From an optimization exercise on the open Yosys and OpenROAD flow, aimed at small area, a short achievable clock period and few clock cycles per item; shortcuts taken in it are not production practice.
Where RTL was checked, it was by simulation tests only, not by an equivalence proof against the original.
For runs 2 and 3, only the layout was checked, not whether the RTL still works.

## flow/design.v (module list and top-level ports; edited modules follow where they fit)
// module logarithm: 1533 lines
// module log_fa: 4 lines
// module log_xor: 3 lines
// module log_maj: 3 lines
// module log_nand: 3 lines
// module log_nor: 3 lines
// module log_inv: 3 lines
// module log_aoi21: 3 lines
// module log_oai21: 3 lines
// module log_xnor: 3 lines
// module log_or: 3 lines
module logarithm #(
	parameter n = 16,
	parameter m = 24,
	parameter k = 5 ,
	parameter p = 24
) (
	input        clk  ,  
	input        reset,  
	input        start,
	input  [0:n] x    ,
	output [1:p] y    ,
	output       done
);
  // ...
==> flow/run.sh <==
#!/bin/bash
# synth_recipe.tcl (not shown) runs the flow's synth.tcl, then flattens the netlist and writes it again
# the make line also repeats each setting of config.mk as NAME=value (left out here)
make -C /OpenROAD-flow-scripts/flow DESIGN_CONFIG=/design/flow/config.mk WORK_HOME=/design/flow/orfs CLKGATE_MAP_FILE= SYNTH_SCRIPT=/design/flow/synth_recipe.tcl finish
==> flow/config.mk <==
export PLATFORM = sky130hd
export DESIGN_NAME = logarithm
export DESIGN_NICKNAME = logarithm
export VERILOG_FILES = /design/flow/design.v
export SDC_FILE = /design/flow/constraint.sdc
export NUM_CORES = 4
export LEC_CHECK = 0
export CAP_MARGIN = 20
export CORE_MARGIN = 2
export CORE_UTILIZATION = 40
export SETUP_SLACK_MARGIN = 3.8
export SLEW_MARGIN = 60
export SYNTH_HIERARCHICAL = 1
export SYNTH_MINIMUM_KEEP_SIZE = 0
==> flow/constraint.sdc <==
create_clock -name core_clock -period 9.0 [get_ports {clk}]
set_input_delay 1.8000 -clock core_clock [delete_from_list [all_inputs] [get_ports {clk}]]
set_output_delay 1.8000 -clock core_clock [all_outputs]
set_load 0.01 [all_outputs]
==> impl_metrics.yaml, run 1 <==
status:
  status: "no timing/DRC/antenna violations"
final_layout:
  fillers: 2496
  post-route-util_pct: 45.6
  layout.nets: 1462
  stdcell_count: 1542
  layout_common_cells: "357 x nand2_1, 230 x fa_1, 84 x inv_1, 76 x nor2_1, 52 x o21ai_1"
  drive_above_1_share_pct: 8.75
  multi_input_area_um2: 8570
  reg_top3: "r x25, f x24"
synth:
  synth_top_family_by_area: "adder cells"
  synthAdderAreaFrac_pct: 44.7
  synthTopCellsByCount: "359 x nand2_1, 231 x fa_1, 85 x inv_1"
  ys_warn_count: 7
  synth.mux.area_fraction_pct: 0
critical_path:
  rr_worst_depth: 17
  crit_type: "reg -> reg"
  crit_top_cell: "fa_1"
  worstSetupEndpoint: "f[13]"
  crit_arrival_ns: 5.13
  path_buf_inv: 2
clock_tree:
  clockRootBuffer: "clkbuf_16"
  clkLatencyLatePin_ns: 0.29
  cts.clk_slew.worst_paths_ns: 0.08
global_route:
  grt_pass1_wl_um: 45400
  first_global_vias: 8693
  antenna_found_initial: 0
  grt_start_max_net_pins: 44
route:
  vias_per_cell: 5.33
  wl_met3_um: 1710
worst_hold_path:
  hp-start: "r[23]"
  min_delay_path_depth: 2
flow_run:
  maxCapViolations: 0
sta:
  setup_ws_ns: 4.07
floorplanning:
  start_util_pct: 41.0
place:
  dp_cells: 1531
Testbench counts, summed over its fixed seeds: cycles 41,600, items 1,600.
==> run 2: changes to the inputs <==
--- a/flow/design.v
+++ b/flow/design.v
@@ -122,16 +122,17 @@
 	wire s107;
 	wire c108;
 	wire s109;
 	wire c110;
 	wire s111;
 	wire c112;
 	wire s113;
 	wire c114;
+	wire ps113;
 	wire s115;
 	wire c116;
 	wire s117;
 	wire c118;
 	wire s119;
 	wire c120;
 	wire s121;
 	wire c122;
@@ -154,22 +155,25 @@
 	wire s139;
 	wire c140;
 	wire s141;
 	wire c142;
 	wire s143;
 	wire c144;
 	wire s145;
 	wire c146;
+	wire ps145;
 	wire s147;
 	wire c148;
 	wire s149;
 	wire c150;
+	wire ps149;
 	wire s151;
 	wire c152;
+	wire ps151;
 	wire s153;
 	wire c154;
 	wire s155;
 	wire c156;
 	wire s157;
 	wire c158;
 	wire s159;
 	wire c160;
@@ -180,18 +184,20 @@
 	wire s165;
 	wire c166;
 	wire s167;
 	wire c168;
 	wire s169;
 	wire c170;
 	wire s171;
 	wire c172;
+	wire ps171;
 	wire s173;
 	wire c174;
+	wire ps173;
 	wire s175;
 	wire c176;
 	wire s177;
 	wire c178;
 	wire s179;
 	wire c180;
 	wire s181;
 	wire c182;
@@ -270,64 +276,81 @@
 	wire s255;
 	wire c256;
 	wire s257;
 	wire c258;
 	wire s259;
 	wire c260;
 	wire s261;
 	wire c262;
+	wire ps261;
 	wire s263;
 	wire c264;
 	wire s265;
 	wire c266;
+	wire ps265;
 	wire s267;
 	wire c268;
 	wire s269;
 	wire c270;
+	wire ps269;
 	wire s271;
 	wire c272;
+	wire ps271;
 	wire s273;
 	wire c274;
+	wire ps273;
 	wire s275;
 	wire c276;
+	wire ps275;
 	wire s277;
 	wire c278;
+	wire ps277;
 	wire s279;
 	wire c280;
+	wire ps279;
 	wire s281;
 	wire c282;
+	wire ps281;
 	wire s283;
 	wire c284;
+	wire ps283;
 	wire s285;
 	wire c286;
+	wire ps285;
 	wire s287;
 	wire c288;
+	wire ps287;
 	wire s289;
 	wire c290;
+	wire ps289;
 	wire s291;
 	wire c292;
+	wire ps291;
 	wire s293;
 	wire c294;
 	wire s295;
 	wire c296;
 	wire s297;
 	wire c298;
+	wire ps297;
 	wire s299;
 	wire c300;
 	wire s301;
 	wire c302;
+	wire ps301;
 	wire s303;
 	wire c304;
 	wire s305;
 	wire c306;
 	wire s307;
 	wire c308;
 	wire s309;
 	wire c310;
+	wire ps309;
 	wire s311;
 	wire c312;
 	wire s313;
 	wire c314;
 	wire s315;
 	wire c316;
 	wire s317;
 	wire c318;
@@ -384,40 +407,53 @@
 	wire s369;
 	wire c370;
 	wire s371;
 	wire c372;
 	wire s373;
 	wire c374;
 	wire s375;
 	wire c376;
+	wire ps375;
 	wire s377;
 	wire c378;
+	wire ps377;
 	wire s379;
 	wire c380;
+	wire ps379;
 	wire s381;
 	wire c382;
+	wire ps381;
 	wire s383;
 	wire c384;
+	wire ps383;
 	wire s385;
 	wire c386;
+	wire ps385;
 	wire s387;
 	wire c388;
+	wire ps387;
 	wire s389;
 	wire c390;
+	wire ps389;
 	wire s391;
 	wire c392;
+	wire ps391;
 	wire s393;
 	wire c394;
+	wire ps393;
 	wire s395;
 	wire c396;
+	wire ps395;
 	wire s397;
 	wire c398;
+	wire ps397;
 	wire s399;
 	wire c400;
+	wire ps399;
 	wire s401;
 	wire c402;
 	wire s403;
 	wire c404;
 	wire s405;
 	wire c406;
 	wire s407;
 	wire c408;
@@ -468,40 +504,53 @@
 	wire s453;
 	wire c454;
 	wire s455;
 	wire c456;
 	wire s457;
 	wire c458;
 	wire s459;
 	wire c460;
+	wire ps459;
 	wire s461;
 	wire c462;
+	wire ps461;
 	wire s463;
 	wire c464;
+	wire ps463;
 	wire s465;
 	wire c466;
+	wire ps465;
 	wire s467;
 	wire c468;
+	wire ps467;
 	wire s469;
 	wire c470;
+	wire ps469;
 	wire s471;
 	wire c472;
+	wire ps471;
 	wire s473;
 	wire c474;
+	wire ps473;
 	wire s475;
 	wire c476;
+	wire ps475;
 	wire s477;
 	wire c478;
+	wire ps477;
 	wire s479;
 	wire c480;
+	wire ps479;
 	wire s481;
 	wire c482;
+	wire ps481;
 	wire s483;
 	wire c484;
+	wire ps483;
 	wire s485;
 	wire c486;
 	wire s487;
 	wire c488;
 	wire s489;
 	wire c490;
 	wire s491;
 	wire c492;
@@ -646,198 +695,199 @@
 	wire ci0;
 	wire cg18;
 	wire ct18;
 	wire cg19;
 	wire cg20;
 	wire cg21;
 	wire cg22;
 	wire ci1;
-	wire cg23;
 	wire ci2;
+	wire cg23;
 	wire ci3;
+	wire ci4;
 	wire cg24;
 	wire ct24;
 	wire cg25;
 	wire cg26;
 	wire ct26;
 	wire cg27;
 	wire ct27;
 	wire cg28;
-	wire ci4;
 	wire ci5;
+	wire ci6;
 	wire cg29;
 	wire ct29;
-	wire ci6;
 	wire ci7;
+	wire ci8;
 	wire cg30;
 	wire ct30;
 	wire cg31;
 	wire cg32;
 	wire ct32;
 	wire cg33;
 	wire ct33;
-	wire ci8;
 	wire ci9;
+	wire ci10;
 	wire cg34;
 	wire ct34;
 	wire cg35;
 	wire cg36;
 	wire ct36;
 	wire cg37;
 	wire ct37;
 	wire cg38;
 	wire cg39;
 	wire ct39;
-	wire ci10;
 	wire ci11;
+	wire ci12;
 	wire cg40;
 	wire ct40;
 	wire cg41;
 	wire ct41;
 	wire cg42;
-	wire ci12;
 	wire ci13;
+	wire ci14;
 	wire cg43;
 	wire ct43;
 	wire cg44;
 	wire ct44;
 	wire cg45;
 	wire ct45;
 	wire cg46;
 	wire cg47;
 	wire ct47;
 	wire cg48;
 	wire ct48;
 	wire cg49;
 	wire ct49;
 	wire cg50;
 	wire ct50;
 	wire cg51;
-	wire ci14;
 	wire ci15;
+	wire ci16;
 	wire cg52;
 	wire cg53;
 	wire ct53;
 	wire cg54;
-	wire ci16;
 	wire ci17;
+	wire ci18;
 	wire cg55;
 	wire ct55;
-	wire ci18;
 	wire ci19;
+	wire ci20;
 	wire cg56;
 	wire cg57;
 	wire ct57;
 	wire cg58;
 	wire ct58;
-	wire ci20;
 	wire ci21;
+	wire ci22;
 	wire cg59;
 	wire cg60;
 	wire ct60;
 	wire cg61;
 	wire cg62;
 	wire ct62;
-	wire ci22;
 	wire ci23;
+	wire ci24;
 	wire cg63;
 	wire ct63;
 	wire cg64;
-	wire ci24;
 	wire ci25;
+	wire ci26;
 	wire cg65;
 	wire ct65;
 	wire cg66;
 	wire ct66;
 	wire cg67;
 	wire cg68;
 	wire ct68;
 	wire cg69;
 	wire ct69;
 	wire cg70;
 	wire ct70;
 	wire cg71;
-	wire ci26;
 	wire ci27;
+	wire ci28;
 	wire cg72;
 	wire ct72;
-	wire ci28;
 	wire ci29;
+	wire ci30;
 	wire cg73;
 	wire cg74;
 	wire ct74;
 	wire cg75;
 	wire ct75;
-	wire ci30;
 	wire ci31;
-	wire cg76;
 	wire ci32;
+	wire cg76;
 	wire ci33;
+	wire ci34;
 	wire cg77;
 	wire ct77;
-	wire ci34;
 	wire ci35;
+	wire ci36;
 	wire cg78;
 	wire ct78;
-	wire ci36;
 	wire ci37;
+	wire ci38;
 	wire cg79;
 	wire cg80;
 	wire ct80;
 	wire cg81;
 	wire ct81;
-	wire ci38;
 	wire ci39;
+	wire ci40;
 	wire cg82;
 	wire ct82;
-	wire ci40;
 	wire ci41;
+	wire ci42;
 	wire cg83;
 	wire cg84;
 	wire ct84;
 	wire cg85;
 	wire ct85;
-	wire ci42;
 	wire ci43;
+	wire ci44;
 	wire cg86;
 	wire cg87;
 	wire ct87;
-	wire ci44;
 	wire ci45;
+	wire ci46;
 	wire cg88;
 	wire ct88;
 	wire cg89;
 	wire ct89;
-	wire ci46;
 	wire ci47;
-	wire cg90;
 	wire ci48;
+	wire cg90;
 	wire ci49;
+	wire ci50;
 	wire cg91;
 	wire ct91;
 	wire cg92;
 	wire ct92;
 	wire cg93;
 	wire ct93;
-	wire ci50;
 	wire ci51;
+	wire ci52;
 	wire cg94;
 	wire cg95;
 	wire ct95;
 	wire cg96;
 	wire ct96;
 	wire cg97;
 	wire ct97;
 	wire cg98;
 	wire ct98;
-	wire ci52;
 	wire ci53;
-	wire cg99;
 	wire ci54;
+	wire cg99;
+	wire ci55;
 	wire cg100;
 	wire ct100;
 	wire cg101;
 	log_xnor us1 (~f[9], ~(f[0] & f[17]), s1);
 	log_or uc2 (~f[9], ~(f[0] & f[17]), c2);
 	log_xnor us3 (~(f[0] & f[18]), ~(f[1] & f[17]), s3);
 	log_or uc4 (~(f[0] & f[18]), ~(f[1] & f[17]), c4);
 	log_fa us5 (~f[10], ~(f[0] & f[19]), ~(f[1] & f[18]), s5, c6);
@@ -901,47 +951,59 @@
 	log_fa us97 (~(f[1] & f[16]), ~(f[2] & f[15]), ~(f[3] & f[14]), s97, c98);
 	log_fa us99 (~(f[4] & f[13]), ~(f[5] & f[12]), ~(f[6] & f[11]), s99, c100);
 	log_fa us101 (~(f[7] & f[10]), ~(f[8] & f[9]), s1, s101, c102);
 	log_fa us103 (~(f[2] & f[16]), ~(f[3] & f[15]), ~(f[4] & f[14]), s103, c104);
 	log_fa us105 (~(f[5] & f[13]), ~(f[6] & f[12]), ~(f[7] & f[11]), s105, c106);
 	log_fa us107 (~(f[8] & f[10]), c2, s3, s107, c108);
 	log_fa us109 (~(f[4] & f[15]), ~(f[5] & f[14]), ~(f[6] & f[13]), s109, c110);
 	log_fa us111 (~(f[7] & f[12]), ~(f[8] & f[11]), ~(f[9] & f[10]), s111, c112);
-	log_fa us113 (c4, s7, s5, s113, c114);
+	log_xor ups113 (c4, s7, ps113);
+	log_xor us113 (ps113, s5, s113);
+	log_maj uc114 (c4, s7, s5, c114);
 	log_fa us115 (~(f[5] & f[15]), ~(f[6] & f[14]), ~(f[7] & f[13]), s115, c116);
 	log_fa us117 (~(f[8] & f[12]), ~(f[9] & f[11]), c8, s117, c118);
 	log_fa us119 (s11, c6, s9, s119, c120);
 	log_fa us121 (~(f[7] & f[14]), ~(f[8] & f[13]), ~(f[9] & f[12]), s121, c122);
 	log_fa us123 (~(f[10] & f[11]), c12, s17, s123, c124);
 	log_fa us125 (c10, s13, s15, s125, c126);
 	log_fa us127 (~(f[8] & f[14]), ~(f[9] & f[13]), ~(f[10] & f[12]), s127, c128);
 	log_fa us129 (c18, s23, c14, s129, c130);
 	log_fa us131 (c16, s19, s21, s131, c132);
 	log_fa us133 (~(f[10] & f[13]), ~(f[11] & f[12]), c24, s133, c134);
 	log_fa us135 (s31, c20, c22, s135, c136);
 	log_fa us137 (s25, s27, s29, s137, c138);
 	log_fa us139 (~(f[11] & f[13]), c32, s39, s139, c140);
 	log_fa us141 (c26, c28, c30, s141, c142);
 	log_fa us143 (s33, s35, s37, s143, c144);
-	log_fa us145 (~(f[12] & f[13]), c40, s41, s145, c146);
+	log_xor ups145 (~(f[12] & f[13]), c40, ps145);
+	log_xor us145 (ps145, s41, s145);
+	log_maj uc146 (~(f[12] & f[13]), c40, s41, c146);
 	log_fa us147 (c34, c36, c38, s147, c148);
-	log_fa us149 (s43, s45, s47, s149, c150);
-	log_fa us151 (~(f[11] & f[15]), ~(f[12] & f[14]), c42, s151, c152);
+	log_xor ups149 (s43, s45, ps149);
+	log_xor us149 (ps149, s47, s149);
+	log_maj uc150 (s43, s45, s47, c150);
+	log_xor ups151 (~(f[11] & f[15]), ~(f[12] & f[14]), ps151);
+	log_xor us151 (ps151, c42, s151);
+	log_maj uc152 (~(f[11] & f[15]), ~(f[12] & f[14]), c42, c152);
 	log_fa us153 (c44, c46, c48, s153, c154);
 	log_fa us155 (s49, s51, s53, s155, c156);
 	log_fa us157 (~(f[11] & f[16]), ~(f[12] & f[15]), ~(f[13] & f[14]), s157, c158);
 	log_fa us159 (s55, c50, c52, s159, c160);
 	log_fa us161 (c54, s57, s59, s161, c162);
 	log_fa us163 (~(f[10] & f[18]), ~(f[11] & f[17]), ~(f[12] & f[16]), s163, c164);
 	log_fa us165 (~(f[13] & f[15]), c56, c58, s165, c166);
 	log_fa us167 (c60, s61, s63, s167, c168);
 	log_fa us169 (~(f[10] & f[19]), ~(f[11] & f[18]), ~(f[12] & f[17]), s169, c170);
-	log_fa us171 (~(f[13] & f[16]), ~(f[14] & f[15]), s65, s171, c172);
-	log_fa us173 (c62, c64, s67, s173, c174);
+	log_xor ups171 (~(f[13] & f[16]), ~(f[14] & f[15]), ps171);
+	log_xor us171 (ps171, s65, s171);
+	log_maj uc172 (~(f[13] & f[16]), ~(f[14] & f[15]), s65, c172);
+	log_xor ups173 (c62, c64, ps173);
+	log_xor us173 (ps173, s67, s173);
+	log_maj uc174 (c62, c64, s67, c174);
 	log_fa us175 (~(f[9] & f[21]), ~(f[10] & f[20]), ~(f[11] & f[19]), s175, c176);
 	log_fa us177 (~(f[12] & f[18]), ~(f[13] & f[17]), ~(f[14] & f[16]), s177, c178);
 	log_fa us179 (c66, c68, s69, s179, c180);
 	log_fa us181 (~(f[9] & f[22]), ~(f[10] & f[21]), ~(f[11] & f[20]), s181, c182);
 	log_fa us183 (~(f[12] & f[19]), ~(f[13] & f[18]), ~(f[14] & f[17]), s183, c184);
 	log_fa us185 (~(f[15] & f[16]), s71, c70, s185, c186);
 	log_fa us187 (~f[8], ~(f[9] & f[23]), ~(f[10] & f[22]), s187, c188);
 	log_fa us189 (~(f[11] & f[21]), ~(f[12] & f[20]), ~(f[13] & f[19]), s189, c190);
@@ -979,41 +1041,75 @@
 	log_fa us245 (c88, s91, s93, s245, c246);
 	log_fa us247 (c96, c92, c94, s247, c248);
 	log_fa us249 (s97, s99, s101, s249, c250);
 	log_fa us251 (c98, c100, s103, s251, c252);
 	log_fa us253 (s105, c102, s107, s253, c254);
 	log_fa us255 (c104, c106, s109, s255, c256);
 	log_fa us257 (s111, c108, s113, s257, c258);
 	log_fa us259 (c110, c112, s115, s259, c260);
-	log_fa us261 (s117, s119, c114, s261, c262);
+	log_xor ups261 (s117, s119, ps261);
+	log_xor us261 (ps261, c114, s261);
+	log_maj uc262 (s117, s119, c114, c262);
 	log_fa us263 (c116, s121, c118, s263, c264);
-	log_fa us265 (s123, c120, s125, s265, c266);
+	log_xor ups265 (s123, c120, ps265);
+	log_xor us265 (ps265, s125, s265);
+	log_maj uc266 (s123, c120, s125, c266);
 	log_fa us267 (c122, s127, c124, s267, c268);
-	log_fa us269 (s129, c126, s131, s269, c270);
-	log_fa us271 (c128, s133, c130, s271, c272);
-	log_fa us273 (s135, c132, s137, s273, c274);
-	log_fa us275 (c134, s139, c136, s275, c276);
-	log_fa us277 (s141, c138, s143, s277, c278);
-	log_fa us279 (c140, s145, c142, s279, c280);
-	log_fa us281 (s147, c144, s149, s281, c282);
-	log_fa us283 (s151, c146, c148, s283, c284);
-	log_fa us285 (s153, c150, s155, s285, c286);
-	log_fa us287 (s157, c152, c154, s287, c288);
-	log_fa us289 (s159, c156, s161, s289, c290);
-	log_fa us291 (c158, s163, c160, s291, c292);
+	log_xor ups269 (s129, c126, ps269);
+	log_xor us269 (ps269, s131, s269);
+	log_maj uc270 (s129, c126, s131, c270);
+	log_xor ups271 (c128, s133, ps271);
+	log_xor us271 (ps271, c130, s271);
+	log_maj uc272 (c128, s133, c130, c272);
+	log_xor ups273 (s135, c132, ps273);
+	log_xor us273 (ps273, s137, s273);
+	log_maj uc274 (s135, c132, s137, c274);
+	log_xor ups275 (c134, s139, ps275);
+	log_xor us275 (ps275, c136, s275);
+	log_maj uc276 (c134, s139, c136, c276);
+	log_xor ups277 (s141, c138, ps277);
+	log_xor us277 (ps277, s143, s277);
+	log_maj uc278 (s141, c138, s143, c278);
+	log_xor ups279 (c140, s145, ps279);
+	log_xor us279 (ps279, c142, s279);
+	log_maj uc280 (c140, s145, c142, c280);
+	log_xor ups281 (s147, c144, ps281);
+	log_xor us281 (ps281, s149, s281);
+	log_maj uc282 (s147, c144, s149, c282);
+	log_xor ups283 (s151, c146, ps283);
+	log_xor us283 (ps283, c148, s283);
+	log_maj uc284 (s151, c146, c148, c284);
+	log_xor ups285 (s153, c150, ps285);
+	log_xor us285 (ps285, s155, s285);
+	log_maj uc286 (s153, c150, s155, c286);
+	log_xor ups287 (s157, c152, ps287);
+	log_xor us287 (ps287, c154, s287);
+	log_maj uc288 (s157, c152, c154, c288);
+	log_xor ups289 (s159, c156, ps289);
+	log_xor us289 (ps289, s161, s289);
+	log_maj uc290 (s159, c156, s161, c290);
+	log_xor ups291 (c158, s163, ps291);
+	log_xor us291 (ps291, c160, s291);
+	log_maj uc292 (c158, s163, c160, c292);
 	log_fa us293 (s165, c162, s167, s293, c294);
 	log_fa us295 (c164, s169, s171, s295, c296);
-	log_fa us297 (c166, s173, c168, s297, c298);
+	log_xor ups297 (c166, s173, ps297);
+	log_xor us297 (ps297, c168, s297);
+	log_maj uc298 (c166, s173, c168, c298);
 	log_fa us299 (c170, s175, s177, s299, c300);
-	log_fa us301 (c172, s179, c174, s301, c302);
+	log_xor ups301 (c172, s179, ps301);
+	log_xor us301 (ps301, c174, s301);
+	log_maj uc302 (c172, s179, c174, c302);
 	log_fa us303 (c176, c178, s181, s303, c304);
 	log_fa us305 (s183, s185, c180, s305, c306);
 	log_fa us307 (c182, c184, s187, s307, c308);
-	log_fa us309 (s189, s191, c186, s309, c310);
+	log_xor ups309 (s189, s191, ps309);
+	log_xor us309 (ps309, c186, s309);
+	log_maj uc310 (s189, s191, c186, c310);
 	log_fa us311 (s193, c188, c190, s311, c312);
 	log_fa us313 (s195, s197, c192, s313, c314);
 	log_fa us315 (~(f[16] & f[18]), c194, c196, s315, c316);
 	log_fa us317 (c198, s199, s201, s317, c318);
 	log_fa us319 (~(f[16] & f[19]), ~(f[17] & f[18]), s203, s319, c320);
 	log_fa us321 (c200, c202, s205, s321, c322);
 	log_fa us323 (~(f[15] & f[21]), ~(f[16] & f[20]), ~(f[17] & f[19]), s323, c324);
 	log_fa us325 (c204, c206, s207, s325, c326);
@@ -1038,29 +1134,55 @@
 	log_fa us359 (c228, s231, c230, s359, c360);
 	log_fa us361 (c232, s235, s237, s361, c362);
 	log_fa us363 (c236, s239, c238, s363, c364);
 	log_fa us365 (c240, s243, c242, s365, c366);
 	log_fa us367 (c244, s247, c246, s367, c368);
 	log_fa us369 (c248, s251, c250, s369, c370);
 	log_fa us371 (s255, c252, c254, s371, c372);
 	log_fa us373 (s259, c256, c258, s373, c374);
-	log_fa us375 (c260, s263, c262, s375, c376);
-	log_fa us377 (s267, c264, c266, s377, c378);
-	log_fa us379 (c268, s271, c270, s379, c380);
-	log_fa us381 (s275, c272, c274, s381, c382);
-	log_fa us383 (s279, c276, c278, s383, c384);
-	log_fa us385 (c280, s283, c282, s385, c386);
-	log_fa us387 (c284, s287, c286, s387, c388);
-	log_fa us389 (s291, c288, c290, s389, c390);
-	log_fa us391 (s295, c292, s297, s391, c392);
-	log_fa us393 (s299, c296, c298, s393, c394);
-	log_fa us395 (s303, c300, c302, s395, c396);
-	log_fa us397 (s307, c304, s309, s397, c398);
-	log_fa us399 (s311, c308, s313, s399, c400);
+	log_xor ups375 (c260, s263, ps375);
+	log_xor us375 (ps375, c262, s375);
+	log_maj uc376 (c260, s263, c262, c376);
+	log_xor ups377 (s267, c264, ps377);
+	log_xor us377 (ps377, c266, s377);
+	log_maj uc378 (s267, c264, c266, c378);
+	log_xor ups379 (c268, s271, ps379);
+	log_xor us379 (ps379, c270, s379);
+	log_maj uc380 (c268, s271, c270, c380);
+	log_xor ups381 (s275, c272, ps381);
+	log_xor us381 (ps381, c274, s381);
+	log_maj uc382 (s275, c272, c274, c382);
+	log_xor ups383 (s279, c276, ps383);
+	log_xor us383 (ps383, c278, s383);
+	log_maj uc384 (s279, c276, c278, c384);
+	log_xor ups385 (c280, s283, ps385);
+	log_xor us385 (ps385, c282, s385);
+	log_maj uc386 (c280, s283, c282, c386);
+	log_xor ups387 (c284, s287, ps387);
+	log_xor us387 (ps387, c286, s387);
+	log_maj uc388 (c284, s287, c286, c388);
+	log_xor ups389 (s291, c288, ps389);
+	log_xor us389 (ps389, c290, s389);
+	log_maj uc390 (s291, c288, c290, c390);
+	log_xor ups391 (s295, c292, ps391);
+	log_xor us391 (ps391, s297, s391);
+	log_maj uc392 (s295, c292, s297, c392);
+	log_xor ups393 (s299, c296, ps393);
+	log_xor us393 (ps393, c298, s393);
+	log_maj uc394 (s299, c296, c298, c394);
+	log_xor ups395 (s303, c300, ps395);
+	log_xor us395 (ps395, c302, s395);
+	log_maj uc396 (s303, c300, c302, c396);
+	log_xor ups397 (s307, c304, ps397);
+	log_xor us397 (ps397, s309, s397);
+	log_maj uc398 (s307, c304, s309, c398);
+	log_xor ups399 (s311, c308, ps399);
+	log_xor us399 (ps399, s313, s399);
+	log_maj uc400 (s311, c308, s313, c400);
 	log_fa us401 (c312, s315, s317, s401, c402);
 	log_fa us403 (s319, c316, s321, s403, c404);
 	log_fa us405 (s323, c320, s325, s405, c406);
 	log_fa us407 (c324, s327, s329, s407, c408);
 	log_fa us409 (c328, s331, s333, s409, c410);
 	log_fa us411 (s335, c332, s337, s411, c412);
 	log_fa us413 (~(f[19] & f[21]), c336, c338, s413, c414);
 	log_fa us415 (~(f[19] & f[22]), ~(f[20] & f[21]), s341, s415, c416);
@@ -1082,29 +1204,55 @@
 	log_fa us443 (c234, c360, s361, s443, c444);
 	log_fa us445 (s241, s363, c362, s445, c446);
 	log_fa us447 (s245, s365, c364, s447, c448);
 	log_fa us449 (s249, c366, s367, s449, c450);
 	log_fa us451 (s253, c368, s369, s451, c452);
 	log_fa us453 (s257, c370, s371, s453, c454);
 	log_fa us455 (s261, s373, c372, s455, c456);
 	log_fa us457 (s265, c374, s375, s457, c458);
-	log_fa us459 (s269, s377, c376, s459, c460);
-	log_fa us461 (s273, s379, c378, s461, c462);
-	log_fa us463 (s277, s381, c380, s463, c464);
-	log_fa us465 (s281, s383, c382, s465, c466);
-	log_fa us467 (s285, s385, c384, s467, c468);
-	log_fa us469 (s289, c386, s387, s469, c470);
-	log_fa us471 (s293, s389, c388, s471, c472);
-	log_fa us473 (c294, s391, c390, s473, c474);
-	log_fa us475 (s301, s393, c392, s475, c476);
-	log_fa us477 (s305, s395, c394, s477, c478);
-	log_fa us479 (c306, s397, c396, s479, c480);
-	log_fa us481 (c310, s399, c398, s481, c482);
-	log_fa us483 (c314, s401, c400, s483, c484);
+	log_xor ups459 (s269, s377, ps459);
+	log_xor us459 (ps459, c376, s459);
+	log_maj uc460 (s269, s377, c376, c460);
+	log_xor ups461 (s273, s379, ps461);
+	log_xor us461 (ps461, c378, s461);
+	log_maj uc462 (s273, s379, c378, c462);
+	log_xor ups463 (s277, s381, ps463);
+	log_xor us463 (ps463, c380, s463);
+	log_maj uc464 (s277, s381, c380, c464);
+	log_xor ups465 (s281, s383, ps465);
+	log_xor us465 (ps465, c382, s465);
+	log_maj uc466 (s281, s383, c382, c466);
+	log_xor ups467 (s285, s385, ps467);
+	log_xor us467 (ps467, c384, s467);
+	log_maj uc468 (s285, s385, c384, c468);
+	log_xor ups469 (s289, c386, ps469);
+	log_xor us469 (ps469, s387, s469);
+	log_maj uc470 (s289, c386, s387, c470);
+	log_xor ups471 (s293, s389, ps471);
+	log_xor us471 (ps471, c388, s471);
+	log_maj uc472 (s293, s389, c388, c472);
+	log_xor ups473 (c294, s391, ps473);
+	log_xor us473 (ps473, c390, s473);
+	log_maj uc474 (c294, s391, c390, c474);
+	log_xor ups475 (s301, s393, ps475);
+	log_xor us475 (ps475, c392, s475);
+	log_maj uc476 (s301, s393, c392, c476);
+	log_xor ups477 (s305, s395, ps477);
+	log_xor us477 (ps477, c394, s477);
+	log_maj uc478 (s305, s395, c394, c478);
+	log_xor ups479 (c306, s397, ps479);
+	log_xor us479 (ps479, c396, s479);
+	log_maj uc480 (c306, s397, c396, c480);
+	log_xor ups481 (c310, s399, ps481);
+	log_xor us481 (ps481, c398, s481);
+	log_maj uc482 (c310, s399, c398, c482);
+	log_xor ups483 (c314, s401, ps483);
+	log_xor us483 (ps483, c400, s483);
+	log_maj uc484 (c314, s401, c400, c484);
 	log_fa us485 (c318, s403, c402, s485, c486);
 	log_fa us487 (c322, s405, c404, s487, c488);
 	log_fa us489 (c326, s407, c406, s489, c490);
 	log_fa us491 (c330, s409, c408, s491, c492);
 	log_fa us493 (c334, s411, c410, s493, c494);
 	log_fa us495 (s339, s413, c412, s495, c496);
 	log_fa us497 (c340, s415, c414, s497, c498);
 	log_fa us499 (c342, s417, c416, s499, c500);
@@ -1240,203 +1388,204 @@
 	log_nor u_ct17 (ct15, ct16, ct17);
 	log_inv u_ci0 (~(f[0] & f[2]), ci0);
 	log_aoi21 u_cg18 (ci0, pg2, 1'b0, cg18);
 	log_nand u_ct18 (ci0, pt2, ct18);
 	log_aoi21 u_cg19 (1'b0, 1'b0, 1'b0, cg19);
 	log_oai21 u_cg20 (ct18, cg19, cg18, cg20);
 	log_aoi21 u_cg21 (ct17, cg20, cg17, cg21);
 	log_oai21 u_cg22 (ct14, cg21, cg14, cg22);
-	log_inv u_ci1 (cg22, ci1);
-	log_oai21 u_cg23 (ct7, ci1, cg7, cg23);
-	log_inv u_ci2 (pg24, ci2);
-	log_inv u_ci3 (pt24, ci3);
-	log_oai21 u_cg24 (ci3, cg7, ci2, cg24);
-	log_nor u_ct24 (ci3, ct7, ct24);
+	log_inv u_ci1 (cg7, ci1);
+	log_inv u_ci2 (ct7, ci2);
+	log_aoi21 u_cg23 (ci2, cg22, ci1, cg23);
+	log_inv u_ci3 (pg24, ci3);
+	log_inv u_ci4 (pt24, ci4);
+	log_oai21 u_cg24 (ci4, cg7, ci3, cg24);
+	log_nor u_ct24 (ci4, ct7, ct24);
 	log_aoi21 u_cg25 (ct24, cg22, cg24, cg25);
 	log_aoi21 u_cg26 (pt25, pg24, pg25, cg26);
 	log_nand u_ct26 (pt25, pt24, ct26);
 	log_oai21 u_cg27 (ct26, cg7, cg26, cg27);
 	log_nor u_ct27 (ct26, ct7, ct27);
 	log_aoi21 u_cg28 (ct27, cg22, cg27, cg28);
-	log_inv u_ci4 (pg26, ci4);
-	log_inv u_ci5 (pt26, ci5);
-	log_oai21 u_cg29 (ci5, cg26, ci4, cg29);
-	log_nor u_ct29 (ci5, ct26, ct29);
-	log_inv u_ci6 (cg29, ci6);
-	log_inv u_ci7 (ct29, ci7);
-	log_oai21 u_cg30 (ci7, cg7, ci6, cg30);
-	log_nor u_ct30 (ci7, ct7, ct30);
+	log_inv u_ci5 (pg26, ci5);
+	log_inv u_ci6 (pt26, ci6);
+	log_oai21 u_cg29 (ci6, cg26, ci5, cg29);
+	log_nor u_ct29 (ci6, ct26, ct29);
+	log_inv u_ci7 (cg29, ci7);
+	log_inv u_ci8 (ct29, ci8);
+	log_oai21 u_cg30 (ci8, cg7, ci7, cg30);
+	log_nor u_ct30 (ci8, ct7, ct30);
 	log_aoi21 u_cg31 (ct30, cg22, cg30, cg31);
 	log_aoi21 u_cg32 (pt27, pg26, pg27, cg32);
 	log_nand u_ct32 (pt27, pt26, ct32);
 	log_oai21 u_cg33 (ct32, cg26, cg32, cg33);
 	log_nor u_ct33 (ct32, ct26, ct33);
-	log_inv u_ci8 (cg33, ci8);
-	log_inv u_ci9 (ct33, ci9);
-	log_oai21 u_cg34 (ci9, cg7, ci8, cg34);
-	log_nor u_ct34 (ci9, ct7, ct34);
+	log_inv u_ci9 (cg33, ci9);
+	log_inv u_ci10 (ct33, ci10);
+	log_oai21 u_cg34 (ci10, cg7, ci9, cg34);
+	log_nor u_ct34 (ci10, ct7, ct34);
 	log_aoi21 u_cg35 (ct34, cg22, cg34, cg35);
 	log_aoi21 u_cg36 (pt28, cg33, pg28, cg36);
 	log_nand u_ct36 (pt28, ct33, ct36);
 	log_oai21 u_cg37 (ct36, cg7, cg36, cg37);
 	log_nor u_ct37 (ct36, ct7, ct37);
 	log_aoi21 u_cg38 (ct37, cg22, cg37, cg38);
 	log_aoi21 u_cg39 (pt29, pg28, pg29, cg39);
 	log_nand u_ct39 (pt29, pt28, ct39);
-	log_inv u_ci10 (cg39, ci10);
-	log_inv u_ci11 (ct39, ci11);
-	log_aoi21 u_cg40 (ci11, cg33, ci10, cg40);
-	log_nand u_ct40 (ci11, ct33, ct40);
+	log_inv u_ci11 (cg39, ci11);
+	log_inv u_ci12 (ct39, ci12);
+	log_aoi21 u_cg40 (ci12, cg33, ci11, cg40);
+	log_nand u_ct40 (ci12, ct33, ct40);
 	log_oai21 u_cg41 (ct40, cg7, cg40, cg41);
 	log_nor u_ct41 (ct40, ct7, ct41);
 	log_aoi21 u_cg42 (ct41, cg22, cg41, cg42);
-	log_inv u_ci12 (pg30, ci12);
-	log_inv u_ci13 (pt30, ci13);
-	log_oai21 u_cg43 (ci13, cg39, ci12, cg43);
-	log_nor u_ct43 (ci13, ct39, ct43);
+	log_inv u_ci13 (pg30, ci13);
+	log_inv u_ci14 (pt30, ci14);
+	log_oai21 u_cg43 (ci14, cg39, ci13, cg43);
+	log_nor u_ct43 (ci14, ct39, ct43);
 	log_aoi21 u_cg44 (ct43, cg33, cg43, cg44);
 	log_nand u_ct44 (ct43, ct33, ct44);
 	log_oai21 u_cg45 (ct44, cg7, cg44, cg45);
 	log_nor u_ct45 (ct44, ct7, ct45);
 	log_aoi21 u_cg46 (ct45, cg22, cg45, cg46);
 	log_aoi21 u_cg47 (pt31, pg30, pg31, cg47);
 	log_nand u_ct47 (pt31, pt30, ct47);
 	log_oai21 u_cg48 (ct47, cg39, cg47, cg48);
 	log_nor u_ct48 (ct47, ct39, ct48);
 	log_aoi21 u_cg49 (ct48, cg33, cg48, cg49);
 	log_nand u_ct49 (ct48, ct33, ct49);
 	log_oai21 u_cg50 (ct49, cg7, cg49, cg50);
 	log_nor u_ct50 (ct49, ct7, ct50);
 	log_aoi21 u_cg51 (ct50, cg22, cg50, cg51);
-	log_inv u_ci14 (pg32, ci14);
-	log_inv u_ci15 (pt32, ci15);
-	log_oai21 u_cg52 (ci15, cg51, ci14, cg52);
+	log_inv u_ci15 (pg32, ci15);
+	log_inv u_ci16 (pt32, ci16);
+	log_oai21 u_cg52 (ci16, cg51, ci15, cg52);
 	log_aoi21 u_cg53 (pt33, pg32, pg33, cg53);
 	log_nand u_ct53 (pt33, pt32, ct53);
 	log_oai21 u_cg54 (ct53, cg51, cg53, cg54);
-	log_inv u_ci16 (pg34, ci16);
-	log_inv u_ci17 (pt34, ci17);
-	log_oai21 u_cg55 (ci17, cg53, ci16, cg55);
-	log_nor u_ct55 (ci17, ct53, ct55);
-	log_inv u_ci18 (cg55, ci18);
-	log_inv u_ci19 (ct55, ci19);
-	log_oai21 u_cg56 (ci19, cg51, ci18, cg56);
+	log_inv u_ci17 (pg34, ci17);
+	log_inv u_ci18 (pt34, ci18);
+	log_oai21 u_cg55 (ci18, cg53, ci17, cg55);
+	log_nor u_ct55 (ci18, ct53, ct55);
+	log_inv u_ci19 (cg55, ci19);
+	log_inv u_ci20 (ct55, ci20);
+	log_oai21 u_cg56 (ci20, cg51, ci19, cg56);
 	log_aoi21 u_cg57 (pt35, pg34, pg35, cg57);
 	log_nand u_ct57 (pt35, pt34, ct57);
 	log_oai21 u_cg58 (ct57, cg53, cg57, cg58);
 	log_nor u_ct58 (ct57, ct53, ct58);
-	log_inv u_ci20 (cg58, ci20);
-	log_inv u_ci21 (ct58, ci21);
-	log_oai21 u_cg59 (ci21, cg51, ci20, cg59);
+	log_inv u_ci21 (cg58, ci21);
+	log_inv u_ci22 (ct58, ci22);
+	log_oai21 u_cg59 (ci22, cg51, ci21, cg59);
 	log_aoi21 u_cg60 (pt36, cg58, pg36, cg60);
 	log_nand u_ct60 (pt36, ct58, ct60);
 	log_oai21 u_cg61 (ct60, cg51, cg60, cg61);
 	log_aoi21 u_cg62 (pt37, pg36, pg37, cg62);
 	log_nand u_ct62 (pt37, pt36, ct62);
-	log_inv u_ci22 (cg62, ci22);
-	log_inv u_ci23 (ct62, ci23);
-	log_aoi21 u_cg63 (ci23, cg58, ci22, cg63);
-	log_nand u_ct63 (ci23, ct58, ct63);
+	log_inv u_ci23 (cg62, ci23);
+	log_inv u_ci24 (ct62, ci24);
+	log_aoi21 u_cg63 (ci24, cg58, ci23, cg63);
+	log_nand u_ct63 (ci24, ct58, ct63);
 	log_oai21 u_cg64 (ct63, cg51, cg63, cg64);
-	log_inv u_ci24 (pg38, ci24);
-	log_inv u_ci25 (pt38, ci25);
-	log_oai21 u_cg65 (ci25, cg62, ci24, cg65);
-	log_nor u_ct65 (ci25, ct62, ct65);
+	log_inv u_ci25 (pg38, ci25);
+	log_inv u_ci26 (pt38, ci26);
+	log_oai21 u_cg65 (ci26, cg62, ci25, cg65);
+	log_nor u_ct65 (ci26, ct62, ct65);
 	log_aoi21 u_cg66 (ct65, cg58, cg65, cg66);
 	log_nand u_ct66 (ct65, ct58, ct66);
 	log_oai21 u_cg67 (ct66, cg51, cg66, cg67);
 	log_aoi21 u_cg68 (pt39, pg38, pg39, cg68);
 	log_nand u_ct68 (pt39, pt38, ct68);
 	log_oai21 u_cg69 (ct68, cg62, cg68, cg69);
 	log_nor u_ct69 (ct68, ct62, ct69);
 	log_aoi21 u_cg70 (ct69, cg58, cg69, cg70);
 	log_nand u_ct70 (ct69, ct58, ct70);
 	log_oai21 u_cg71 (ct70, cg51, cg70, cg71);
-	log_inv u_ci26 (pg40, ci26);
-	log_inv u_ci27 (pt40, ci27);
-	log_oai21 u_cg72 (ci27, cg70, ci26, cg72);
-	log_nor u_ct72 (ci27, ct70, ct72);
-	log_inv u_ci28 (cg72, ci28);
-	log_inv u_ci29 (ct72, ci29);
-	log_oai21 u_cg73 (ci29, cg51, ci28, cg73);
+	log_inv u_ci27 (pg40, ci27);
+	log_inv u_ci28 (pt40, ci28);
+	log_oai21 u_cg72 (ci28, cg70, ci27, cg72);
+	log_nor u_ct72 (ci28, ct70, ct72);
+	log_inv u_ci29 (cg72, ci29);
+	log_inv u_ci30 (ct72, ci30);
+	log_oai21 u_cg73 (ci30, cg51, ci29, cg73);
 	log_aoi21 u_cg74 (pt41, pg40, pg41, cg74);
 	log_nand u_ct74 (pt41, pt40, ct74);
 	log_oai21 u_cg75 (ct74, cg70, cg74, cg75);
 	log_nor u_ct75 (ct74, ct70, ct75);
-	log_inv u_ci30 (cg75, ci30);
-	log_inv u_ci31 (ct75, ci31);
-	log_oai21 u_cg76 (ci31, cg51, ci30, cg76);
-	log_inv u_ci32 (pg42, ci32);
-	log_inv u_ci33 (pt42, ci33);
-	log_oai21 u_cg77 (ci33, cg74, ci32, cg77);
-	log_nor u_ct77 (ci33, ct74, ct77);
-	log_inv u_ci34 (cg77, ci34);
-	log_inv u_ci35 (ct77, ci35);
-	log_oai21 u_cg78 (ci35, cg70, ci34, cg78);
-	log_nor u_ct78 (ci35, ct70, ct78);
-	log_inv u_ci36 (cg78, ci36);
-	log_inv u_ci37 (ct78, ci37);
-	log_oai21 u_cg79 (ci37, cg51, ci36, cg79);
+	log_inv u_ci31 (cg75, ci31);
+	log_inv u_ci32 (ct75, ci32);
+	log_oai21 u_cg76 (ci32, cg51, ci31, cg76);
+	log_inv u_ci33 (pg42, ci33);
+	log_inv u_ci34 (pt42, ci34);
+	log_oai21 u_cg77 (ci34, cg74, ci33, cg77);
+	log_nor u_ct77 (ci34, ct74, ct77);
+	log_inv u_ci35 (cg77, ci35);
+	log_inv u_ci36 (ct77, ci36);
+	log_oai21 u_cg78 (ci36, cg70, ci35, cg78);
+	log_nor u_ct78 (ci36, ct70, ct78);
+	log_inv u_ci37 (cg78, ci37);
+	log_inv u_ci38 (ct78, ci38);
+	log_oai21 u_cg79 (ci38, cg51, ci37, cg79);
 	log_aoi21 u_cg80 (pt43, pg42, pg43, cg80);
 	log_nand u_ct80 (pt43, pt42, ct80);
 	log_oai21 u_cg81 (ct80, cg74, cg80, cg81);
 	log_nor u_ct81 (ct80, ct74, ct81);
-	log_inv u_ci38 (cg81, ci38);
-	log_inv u_ci39 (ct81, ci39);
-	log_oai21 u_cg82 (ci39, cg70, ci38, cg82);
-	log_nor u_ct82 (ci39, ct70, ct82);
-	log_inv u_ci40 (cg82, ci40);
-	log_inv u_ci41 (ct82, ci41);
-	log_oai21 u_cg83 (ci41, cg51, ci40, cg83);
+	log_inv u_ci39 (cg81, ci39);
+	log_inv u_ci40 (ct81, ci40);
+	log_oai21 u_cg82 (ci40, cg70, ci39, cg82);
+	log_nor u_ct82 (ci40, ct70, ct82);
+	log_inv u_ci41 (cg82, ci41);
+	log_inv u_ci42 (ct82, ci42);
+	log_oai21 u_cg83 (ci42, cg51, ci41, cg83);
 	log_aoi21 u_cg84 (pt44, cg81, pg44, cg84);
 	log_nand u_ct84 (pt44, ct81, ct84);
 	log_oai21 u_cg85 (ct84, cg70, cg84, cg85);
 	log_nor u_ct85 (ct84, ct70, ct85);
-	log_inv u_ci42 (cg85, ci42);
-	log_inv u_ci43 (ct85, ci43);
-	log_oai21 u_cg86 (ci43, cg51, ci42, cg86);
+	log_inv u_ci43 (cg85, ci43);
+	log_inv u_ci44 (ct85, ci44);
+	log_oai21 u_cg86 (ci44, cg51, ci43, cg86);
 	log_aoi21 u_cg87 (pt45, pg44, pg45, cg87);
 	log_nand u_ct87 (pt45, pt44, ct87);
-	log_inv u_ci44 (cg87, ci44);
-	log_inv u_ci45 (ct87, ci45);
-	log_aoi21 u_cg88 (ci45, cg81, ci44, cg88);
-	log_nand u_ct88 (ci45, ct81, ct88);
+	log_inv u_ci45 (cg87, ci45);
+	log_inv u_ci46 (ct87, ci46);
+	log_aoi21 u_cg88 (ci46, cg81, ci45, cg88);
+	log_nand u_ct88 (ci46, ct81, ct88);
 	log_oai21 u_cg89 (ct88, cg70, cg88, cg89);
 	log_nor u_ct89 (ct88, ct70, ct89);
-	log_inv u_ci46 (cg89, ci46);
-	log_inv u_ci47 (ct89, ci47);
-	log_oai21 u_cg90 (ci47, cg51, ci46, cg90);
-	log_inv u_ci48 (pg46, ci48);
-	log_inv u_ci49 (pt46, ci49);
-	log_oai21 u_cg91 (ci49, cg87, ci48, cg91);
-	log_nor u_ct91 (ci49, ct87, ct91);
+	log_inv u_ci47 (cg89, ci47);
+	log_inv u_ci48 (ct89, ci48);
+	log_oai21 u_cg90 (ci48, cg51, ci47, cg90);
+	log_inv u_ci49 (pg46, ci49);
+	log_inv u_ci50 (pt46, ci50);
+	log_oai21 u_cg91 (ci50, cg87, ci49, cg91);
+	log_nor u_ct91 (ci50, ct87, ct91);
 	log_aoi21 u_cg92 (ct91, cg81, cg91, cg92);
 	log_nand u_ct92 (ct91, ct81, ct92);
 	log_oai21 u_cg93 (ct92, cg70, cg92, cg93);
 	log_nor u_ct93 (ct92, ct70, ct93);
-	log_inv u_ci50 (cg93, ci50);
-	log_inv u_ci51 (ct93, ci51);
-	log_oai21 u_cg94 (ci51, cg51, ci50, cg94);
+	log_inv u_ci51 (cg93, ci51);
+	log_inv u_ci52 (ct93, ci52);
+	log_oai21 u_cg94 (ci52, cg51, ci51, cg94);
 	log_aoi21 u_cg95 (pt47, pg46, pg47, cg95);
 	log_nand u_ct95 (pt47, pt46, ct95);
 	log_oai21 u_cg96 (ct95, cg87, cg95, cg96);
 	log_nor u_ct96 (ct95, ct87, ct96);
 	log_aoi21 u_cg97 (ct96, cg81, cg96, cg97);
 	log_nand u_ct97 (ct96, ct81, ct97);
 	log_oai21 u_cg98 (ct97, cg70, cg97, cg98);
 	log_nor u_ct98 (ct97, ct70, ct98);
-	log_inv u_ci52 (cg98, ci52);
-	log_inv u_ci53 (ct98, ci53);
-	log_oai21 u_cg99 (ci53, cg51, ci52, cg99);
-	log_inv u_ci54 (~f[23], ci54);
-	log_aoi21 u_cg100 (ci54, cg98, 1'b0, cg100);
-	log_nand u_ct100 (ci54, ct98, ct100);
+	log_inv u_ci53 (cg98, ci53);
+	log_inv u_ci54 (ct98, ci54);
+	log_oai21 u_cg99 (ci54, cg51, ci53, cg99);
+	log_inv u_ci55 (~f[23], ci55);
+	log_aoi21 u_cg100 (ci55, cg98, 1'b0, cg100);
+	log_nand u_ct100 (ci55, ct98, ct100);
 	log_oai21 u_cg101 (ct100, cg51, cg100, cg101);
-	assign cy[24] = cg23;
+	assign cy[24] = ~cg23;
 	assign cy[25] = ~cg25;
 	assign cy[26] = ~cg28;
 	assign cy[27] = ~cg31;
 	assign cy[28] = ~cg35;
 	assign cy[29] = ~cg38;
 	assign cy[30] = ~cg42;
 	assign cy[31] = ~cg46;
 	assign cy[32] = ~cg51;
==> impl_metrics.yaml, run 2 <==
sta:
  rsz0062_at_grt: "no"
  finalHoldViolCount: 0
  period_needed_ns: 4.82
  post-route-period-util_pct: 53.5
  maxSlewViolCount: 0
  max_slew.worst_pin.slew_ns: 0.555
  fmax_mhz: 208
  finalClockSkew_ns: 0.00736
  whs_ns: 0.540
  maxSlewHeadroom_pct: 62.7
  finalSetupViolCount: 0
  fin_setup_tns_ns: 0
final_layout:
  multi_input_area_um2: 8970
  drive_above_1_share_pct: 11.4
  syn2layout_area_growth_pct: 9.42
  reg_top3: "r x25, f x24"
  layout_common_cells: "358 x nand2_1, 182 x fa_1, 145 x xor2_1, 87 x inv_1, 78 x nor2_1"
  mostFrequentLayoutCell: "nand2_1"
  finalInstanceArea_um2: 11800
  top_register: "r"
  largest_reg_flops: 25
  stdcell_count: 1653
  layout.nets: 1513
  fillers: 2675
  post-route-util_pct: 44.2
  seqCellArea_um2: 1240
  n_antenna_cell: 0
route:
  vias_per_cell: 5.25
  dr.first_iter.drc_count: 526
  wl_um: 29100
  drt_first_pass_iters: 5
  drc_errors: 0
  ant_nets: 0
  route.vias.total: 8671
  post_drt_wl_per_cell_um: 17.6
clock_tree:
  clkLatencyLatePin_ns: 0.29
  cts_tree: "yes"
  numCtsBuffers: 5
  cts_max_path_buffers: 2
  clock_sink_count: 49
  clockRootBuffer: "clkbuf_16"
  cts.clk_slew.worst_paths_ns: 0.07
  cts_max_level: 2
  ctsHoldBuffers: 0
global_route:
  grt_start_max_net_pins: 44
  grt.total_usage_pct: 21.0
  antenna_found_initial: 0
  first_global_vias: 8875
  grt_pass1_wl_um: 46800
  grt_overflow: 0
synth:
  synthTopCellsByCount: "359 x nand2_1, 182 x fa_1, 146 x xor2_1"
  synthDistinctLibCells: 33
  synth_cells: 1309
  synthTopCellsByArea: "fa_1 34%, nand2_1 12%, xor2_1 12%, edfxtp_1 6.7%, maj3_2 5.1%"
  synth-edff-count: 24
  synth.avg_cell_area_um2: 8.24
  synth_ff_type: "edfxtp_1"
  synth_area_um2: 10800
  async_reset_ff_share_pct: 2.04
  synth_top_area_share_pct: 33.8
  ys_warn_count: 7
  synth_top_area_cell: "fa_1"
  ys_seq_area_share_pct: 11.4
  synth_most_common_cell: "nand2_1"
  ys_ff_latch: 49
critical_path:
  r2r_end: "f[20]"
  path_max_fanout: 25
  cp-start-kind: "flop"
  crit_arrival_ns: 5.04
  crit_path_end_kind: "flop"
  rr_worst_depth: 18
  ff2ff_setup_slack_ns: 4.18
  crit_type: "reg -> reg"
  required_ns: 9.23
  rr_startpoint: "f[10]"
floorplanning:
  placementRows: 60
  ios: 45
  die_y_um: 168
  core_area_um2: 26700
  start_util_pct: 40.4
  dieArea_um2: 28300
  die_w_um: 168
worst_hold_path:
  hold_path_class: "reg -> reg"
  hp-start: "r[23]"
  min_delay_path_depth: 2
  min_to: "r[24]"
status:
  status: "no timing/DRC/antenna violations"
place:
  gp_congestion: 0.851
  dpl.hpwl_um: 20600
  dp_cells: 1643
  postPlaceCellArea_um2: 11600
  io_buffers: 44
flow_run:
  maxCapViolations: 0
run 2: cell types whose count changed after synthesis, sizes merged:
| cell | delta |
|---|---|
| fa | -49 |
| a21oi | +1 |
| maj3 | +49 |
| inv | +2 |
| o21ai | -1 |
| xor2 | +98 |
run 2: final cells by class:
type	instances	share of cell area, %
Timing Repair Buffer	73	5.87
Inverter	87	2.77
Clock buffer	5	1.06
Clock inverter	3	0.212
Tap cell	341	3.61
Sequential cell	49	10.5
Multi-Input combinational cell	1095	76.0
run 2: kinds of logic after synthesis:
logic type | synth area share (%)
AND/OR/NAND/NOR | 19.9
adder cells (fa/ha/maj) | 38.9
buffers and inverters | 6.23
AO/OA/AOI/OAI | 9.84
XOR/XNOR | 13.7
flip-flops | 11.4
other | 0.0348
run 2: critical path, cell delays in order, from the launching register on:
cell,delay [ns]
dfxtp_1,0.31
buf_4,0.33
inv_1,0.20
fa_1,0.56
xor2_1,0.21
fa_1,0.39
fa_1,0.46
fa_1,0.53
nand2_1,0.08
a21oi_2,0.13
o21ai_1,0.11
a21oi_4,0.31
o21ai_1,0.18
a21oi_4,0.17
buf_12,0.17
o21ai_1,0.10
xor2_1,0.21
a31oi_1,0.10
a21oi_1,0.15
run 2: worst max-delay path by stage:
stage | from | to | slack, ns | cells after the start
CTS | f[17] | f[11] | 3.88 | 20
floorplan | f[14] | f[10] | 4.25 | 17
global route | f[17] | f[19] | 3.83 | 20
finish | f[10] | f[20] | 4.18 | 18
global placement | f[7] | f[22] | 3.34 | 15
detailed placement | f[17] | f[22] | 3.66 | 19
run 2: metrics by stage:
| step | setup slack [ns] |
|---|---|
| final | 4.18 |
| after global routing | 3.83 |
| after CTS | 3.88 |
| after detailed placement | 3.66 |
| after global placement | 3.34 |
| after floorplan | 4.25 |
run 2: routing by layer:
layer	vias to the layer above	track usage, %	share of wire [%]
li1	4054	-	-
met1	4348	28.2	44
met2	224	36.5	49
met3	45	2.07	4.8
met4	0	4.95	2.2
met5	-	0	0
run 2: timing repair:
action,in CTS,in global routing
pin swaps,0,1
gates resized for setup,0,15
buffers inserted,1,1
endpoints found under the setup margin,17,18
run 2: per-module statistics from Yosys, one instance, submodules excluded, excerpt:
module | cells inside | flip-flops and latches
logarithm | 596 | 49
log_aoi21 | 1 | 0
log_xnor | 1 | 0
log_or | 1 | 0
log_oai21 | 1 | 0
log_nand | 1 | 0
log_nor | 1 | 0
==> run 3: changes to the inputs <==
--- a/flow/config.mk
+++ b/flow/config.mk
@@ -10,3 +10,3 @@
 export CORE_UTILIZATION = 40
-export SETUP_SLACK_MARGIN = 3.8
+export SETUP_SLACK_MARGIN = 4.2
 export SLEW_MARGIN = 60
==> impl_metrics.yaml, run 3 <==
worst_hold_path:
  hold_path_class: "reg -> reg"
  min_to: "r[24]"
  hp-start: "r[23]"
  min_delay_path_depth: 2
sta:
  maxSlewViolCount: 0
  maxSlewHeadroom_pct: 62.6
  rsz0062_at_grt: "no"
  finalHoldViolCount: 0
  post-route-period-util_pct: 51.2
  whs_ns: 0.540
  finalSetupViolCount: 0
  period_needed_ns: 4.61
  finalClockSkew_ns: 0.00650
  fmax_mhz: 217
  max_slew.worst_pin.slew_ns: 0.557
  fin_setup_tns_ns: 0
floorplanning:
  die_w_um: 168
  core_area_um2: 26700
  start_util_pct: 40.4
  die_y_um: 168
  ios: 45
  placementRows: 60
  dieArea_um2: 28300
critical_path:
  ff2ff_setup_slack_ns: 4.39
  r2r_end: "f[20]"
  cp-start-kind: "flop"
  crit_arrival_ns: 4.84
  crit_type: "reg -> reg"
  crit_path_end_kind: "flop"
  rr_worst_depth: 20
  rr_startpoint: "f[7]"
  path_max_fanout: 24
  required_ns: 9.23
place:
  io_buffers: 44
  gp_congestion: 0.851
  dpl.hpwl_um: 20600
  postPlaceCellArea_um2: 11600
route:
  drc_errors: 0
  vias_per_cell: 5.33
  wl_um: 30700
  ant_nets: 0
  dr.first_iter.drc_count: 630
  post_drt_wl_per_cell_um: 18.3
  drt_first_pass_iters: 6
  route.vias.total: 8935
synth:
  ys_ff_latch: 49
  synth_most_common_cell: "nand2_1"
  synthTopCellsByArea: "fa_1 34%, nand2_1 12%, xor2_1 12%, edfxtp_1 6.7%, maj3_2 5.1%"
  ys_seq_area_share_pct: 11.4
  synth-edff-count: 24
  ys_warn_count: 7
  synth_top_area_cell: "fa_1"
  synthDistinctLibCells: 33
  synth_cells: 1309
  async_reset_ff_share_pct: 2.04
  synth_top_area_share_pct: 33.8
  synthTopCellsByCount: "359 x nand2_1, 182 x fa_1, 146 x xor2_1"
  synth_ff_type: "edfxtp_1"
  synth.avg_cell_area_um2: 8.24
  synth_area_um2: 10800
global_route:
  first_global_vias: 8892
  grt_start_max_net_pins: 44
  grt_overflow: 0
  antenna_found_initial: 0
  grt_pass1_wl_um: 47000
  grt.total_usage_pct: 21.1
final_layout:
  multi_input_area_um2: 9150
  layout.nets: 1537
  seqCellArea_um2: 1260
  top_register: "r"
  reg_top3: "r x25, f x24"
  fillers: 2577
  finalInstanceArea_um2: 12500
  largest_reg_flops: 25
  layout_common_cells: "354 x nand2_1, 177 x fa_1, 135 x xor2_1, 83 x inv_1, 75 x nor2_1"
  n_antenna_cell: 0
  mostFrequentLayoutCell: "nand2_1"
  drive_above_1_share_pct: 15.8
  syn2layout_area_growth_pct: 16.1
  post-route-util_pct: 46.9
clock_tree:
  clock_sink_count: 49
  cts.clk_slew.worst_paths_ns: 0.07
  clockRootBuffer: "clkbuf_16"
  cts_tree: "yes"
  ctsHoldBuffers: 0
  cts_max_path_buffers: 2
  numCtsBuffers: 5
  cts_max_level: 2
  clkLatencyLatePin_ns: 0.29
flow_run:
  maxCapViolations: 0
status:
  status: "no timing/DRC/antenna violations"
[run 3: metal layers]
| layer | wire [um] | part of all wire (%) | GRT usage, % |
|---|---|---|---|
| met1 | 13100 | 43 | 28.3 |
| met2 | 15300 | 50 | 36.6 |
| met3 | 1520 | 5.0 | 2.07 |
| met4 | 722 | 2.4 | 5.17 |
| met5 | 0 | 0 | 0 |
[run 3: how the worst max path moves through the flow]
stage	start	endpoint	slack, ns	cells past startpoint
finish	f[7]	f[20]	4.39	20
global route	f[6]	f[11]	4.13	21
CTS	f[16]	f[22]	4.20	17
detailed placement	f[17]	f[22]	3.66	19
global placement	f[7]	f[22]	3.34	15
floorplan	f[14]	f[10]	4.25	17
[run 3: Yosys stat by module, one instance, submodules excluded, a selection]
module,area [um^2],flops+latches
log_xor,8.76,0
log_or,6.26,0
logarithm,3690,49
log_maj,11.3,0
log_xnor,8.76,0
log_nand,3.75,0
log_aoi21,8.76,0
[run 3: cells by family after synthesis]
logic type / Yosys count / synth area share (%)
other: 1 / 0.0348
AND/OR/NAND/NOR: 520 / 19.9
flip-flops: 49 / 11.4
adder cells (fa/ha/maj): 231 / 38.9
buffers and inverters: 170 / 6.23
AO/OA/AOI/OAI: 169 / 9.84
XOR/XNOR: 169 / 13.7
[run 3: per-stage QoR]
stage	cells	setup slack, ns
2_1_floorplan	1314	4.25
3_3_place_gp	1643	3.34
3_5_place_dp	1643	3.66
4_1_cts	1653	4.20
5_1_grt	1677	4.13
6_report	1677	4.39
[run 3: final cells by class]
cell class	instances	share of cell area [%]
multi-input cells	1096	73.0
flip-flops and latches	49	10.1
repair buffers	96	9.56
well taps	341	3.41
inverters	87	2.73
clock buffers	5	0.999
clock inverters	3	0.200
[run 3: worst max-delay path, stage by stage, from the launching register on]
cell     delay (ns)
dfxtp_4        0.56
nand2_1        0.14
or2_1          0.26
fa_1           0.54
xor2_1         0.19
xor2_1         0.26
xor2_1         0.26
xor2_2         0.20
xor2_1         0.30
xor2_2         0.27
nor2_2         0.10
a21oi_4        0.20
o21ai_4        0.11
a21oi_2        0.15
o21ai_2        0.09
a21oi_4        0.14
buf_12         0.17
o21ai_1        0.10
xor2_1         0.21
a31oi_1        0.10
a21oi_1        0.15
[run 3: what timing repair did]
action / in CTS / in global routing
setup endpoints to repair: 23 / 24
cloned: 1 / 6
resized for setup: 13 / 107
buffers inserted: 1 / 18
pin swaps: 1 / 25

## port drivers added, routing unchanged
No port has a modelled driver above. Below, the same layouts with a new extraction and two added sets of constraints.
Step 1 sets driving cells, clkbuf_16 on the clock port and buf_2 on the other inputs (assumed; they add their load-dependent delay and slew).
Step 2, shift: input delay + t, output delay - t, t = (earliest + latest rising clock arrival at the registers) / 2. This alone moves slack from input paths to output paths.
Three values: ideal ports, drivers, drivers and shift; two values: the first two.
run	t (ns)	slack for setup (ns)	worst setup path after step 2	latest minus earliest clock arrival (ns)	cell pins on the clock port's net
run 1	0.319	4.073 / 4.073 / 4.073	register to register	0.010 / 0.010	1
run 2	0.333	4.185 / 4.185 / 4.185	register to register	0.008 / 0.007	1
run 3	0.333	4.389 / 4.389 / 4.389	register to register	0.007 / 0.006	1
After both steps setup and hold are still met in every run listed.
